This is an optimization exercise on Yosys and OpenROAD, whose aim is a short achievable clock period and few clock cycles, not a production implementation. The RTL was checked by simulation tests, not by an equivalence proof against the original design. Power and IR drop assume default switching activity.

==> flow/design.v (excerpt) <==
module risc16(clk, rst, imem_addr, imem_data, wb_en, wb_reg, wb_data);
	input         clk, rst;
	output [15:0] imem_addr;
	input  [15:0] imem_data;
	output        wb_en;
	output [2:0]  wb_reg;
	output [15:0] wb_data;
	localparam NB = 16;    
	localparam PW = 4;     
	localparam TW = 12;    
	integer i, il, iv, iu;    
	function [15:0] add16;
		input [15:0] a, b;
		reg   [15:0] g, p, gn, pn;
		integer k, d;
		begin
			g = a & b;
			p = a ^ b;
			for (d = 1; d < 16; d = d * 2) begin
				gn = g; pn = p;
				for (k = d; k < 16; k = k + 1) begin
					gn[k] = g[k] | (p[k] & g[k-d]);
					pn[k] = p[k] & p[k-d];
				end
				g = gn; p = pn;
			end
			add16 = (a ^ b) ^ {g[14:0], 1'b0};
		end
	endfunction
	function [15:0] inc16;
		input [15:0] a;
		reg   [15:0] c;    
		integer k;
		begin
			c[0] = 1'b1;
			for (k = 1; k < 16; k = k + 1)
				c[k] = c[k-1] & a[k-1];
			inc16 = a ^ c;
		end
	endfunction
	function lt16;
		input [15:0] a, b;
		reg   [15:0] e, l;
		integer k, d;
		begin
			e = ~(a ^ b);
			l = ~a & b;
			for (d = 1; d < 16; d = d * 2)
				for (k = 0; k + d < 16; k = k + 2 * d) begin
					l[k] = l[k+d] | (e[k+d] & l[k]);
					e[k] = e[k+d] & e[k];
				end
			lt16 = l[0];
		end
	endfunction
	function writes;
		input [15:0] ins;
		writes = ~(ins[15:12] == 4'd7 || ins[15:12] == 4'd12 || ins[15:12] == 4'd13);
	endfunction
	function [4:0] comp;
		input        l;
		input [15:0] A, B;
  ...
For scale: roughly 9,900 cells after synthesis, roughly 2,300 flip-flops, roughly 120,000 sq um of cells after synthesis.
clock: 8.0 ns
lec_check: 0
abc_clock_period_in_ps: 2000
cap_margin: 20
core_margin: 2
core_utilization: 40
setup_slack_margin: 5
slew_margin: 20
run.sh (not shown) runs the stock make flow with config.mk's settings and CLKGATE_MAP_FILE= SYNTH_SCRIPT=/design/flow/synth_recipe.tcl, a recipe that flattens the netlist after the stock synthesis.
Testbench counts at the start, summed over its fixed seeds: cycles 10,452.
Edit:
--- a/flow/design.v
+++ b/flow/design.v
@@ -316,58 +316,84 @@
 	end
 	wire ub_seq  = (ub_tgt == ub_lpc1);
 	wire a_do    = ua_v;
 	wire b_do    = ub_v & ~(ua_v && ua_key[TW-1:0] == ub_key[TW-1:0]);
 	wire a_alloc = a_do & ~ha;
 	wire b_skip  = (ub_n == 2'd0) & ub_full & hb_n;
 	wire b_alloc = b_do & ~hb & ~ub_seq & (ub_n == 2'd0);
+	reg [NB-1:0] w_a, w_b, w_c;
+	reg [TW-1:0] wa_key, wb_key;
+	reg [15:0]   wa_tgt, wa_i1, wa_p1, wa_i2, wa_p2, wb_tgt;
+	reg [1:0]    wa_n, wb_n;
+	reg          wb_inv;
+	always @(posedge clk) begin
+		wa_key <= ua_key[TW-1:0];
+		wa_tgt <= ua_tgt;
+		wa_n   <= ua_n;
+		wa_i1  <= ua_i1;
+		wa_p1  <= ua_p1;
+		wa_i2  <= ua_i2;
+		wa_p2  <= ua_p2;
+		wb_key <= ub_key[TW-1:0];
+		wb_tgt <= ub_tgt;
+		wb_n   <= ub_n;
+		wb_inv <= (ub_n == 2'd0) && ub_seq;
+	end
 	wire [PW-1:0] pa = bptr;
 	wire [PW-1:0] pb = a_alloc ? bptr + 1'b1 : bptr;
 	always @(posedge clk) begin
 		if (rst) begin
 			fpo_q  <= 16'd0;
 			rd_v   <= 1'b0;
 			fpcn_q <= 16'hffff;
 			f2_v   <= 1'b0;
 			ex_v   <= 1'b0;
 			ua_v   <= 1'b0;
 			ub_v   <= 1'b0;
 			lj_v   <= 1'b0;
 			bptr   <= {PW{1'b0}};
 			for (i = 0; i < NB; i = i + 1) bv[i] <= 1'b0;
+			w_a <= {NB{1'b0}};
+			w_b <= {NB{1'b0}};
+			w_c <= {NB{1'b0}};
 		end else begin
 			fpo_q   <= fpc_d;
 			fpcn_q  <= ~fpc_d;
 			f2_v    <= ~mispred & ~rd_v;
 			rd_v    <= mispred;
 			ex_v    <= f2_v & ~mispred;
 			if (ex_v) begin
 				lj_v  <= ~wl_f;
 				lj_pc <= use2 ? ex_p2 : use1 ? ex_p1 : ex_pc;
 			end
 			ua_v <= ex_v & lj_v;
 			ub_v <= ex_v;
 			for (i = 0; i < NB; i = i + 1) begin
-				if ((a_do && ma[i]) || (a_alloc && pa == i)) begin
+				w_a[i] <= (a_do && ma[i]) || (a_alloc && pa == i);
+				w_b[i] <= b_do && mb[i] && !b_skip;
+				w_c[i] <= b_alloc && pb == i;
+			end
+			for (i = 0; i < NB; i = i + 1) begin
+				if (w_a[i]) begin
 					bv[i]   <= 1'b1;
-					btag[i] <= ua_key[TW-1:0];
-					btgt[i] <= ua_tgt;
-					bn[i]   <= ua_n;
-					bi1[i]  <= ua_i1;
-					bp1[i]  <= ua_p1;
-					bi2[i]  <= ua_i2;
-					bp2[i]  <= ua_p2;
-				end else if (b_do && mb[i] && !b_skip) begin
-					btgt[i] <= ub_tgt;
-					bn[i]   <= ub_n;
-					if (ub_n == 2'd0 && ub_seq) bv[i] <= 1'b0;
-				end else if (b_alloc && pb == i) begin
+					btag[i] <= wa_key;
+					btgt[i] <= wa_tgt;
+					bn[i]   <= wa_n;
+					bi1[i]  <= wa_i1;
+					bp1[i]  <= wa_p1;
+					bi2[i]  <= wa_i2;
+					bp2[i]  <= wa_p2;
+				end else if (w_b[i]) begin
+					btgt[i] <= wb_tgt;
+					bn[i]   <= wb_n;
+					if (wb_inv) bv[i] <= 1'b0;
+				end else if (w_c[i]) begin
 					bv[i]   <= 1'b1;
-					btag[i] <= ub_key[TW-1:0];
-					btgt[i] <= ub_tgt;
+					btag[i] <= wb_key;
+					btgt[i] <= wb_tgt;
 					bn[i]   <= 2'd0;
 				end
 			end
 			bptr <= bptr + a_alloc + b_alloc;
 		end
 	end
 	always @(posedge clk) begin
- power rose by 4.7%
- wire length drops by 9.5%
- combinational power went down by 16%
- cell area came out lower by 8.1%
- area after synthesis came out higher by 2.6%
- register-to-register slack improves by 190 ps
- fmax rises by 4.6%
Testbench counts after the change, summed over its fixed seeds: cycles 10,495.

[port drivers added, routing unchanged]
The results above use ideal ports. As a check the final layouts listed here were re-extracted and re-timed, cells and wires unchanged. Step 1 sets driving cells, clkbuf_16 on the clock port and buf_2 on the other inputs (assumed; they add their load-dependent delay and slew). Step 2 times the ports against the registers' clock, not the clock port: input delays grow and output delays shrink by t, the midpoint of the rising clock arrivals with the driver on. Slacks: ideal / step 1 / step 2; pairs: ideal / step 1.
run | t, ns | setup WS [ns] | worst slew at a driven data input, ns
the first run | 1.055 | 3.611 / 3.611 / 3.611 | 0.05
the second run | 0.945 | 3.803 / 3.803 / 3.803 | 0.06
After both steps every run listed still meets setup and hold.
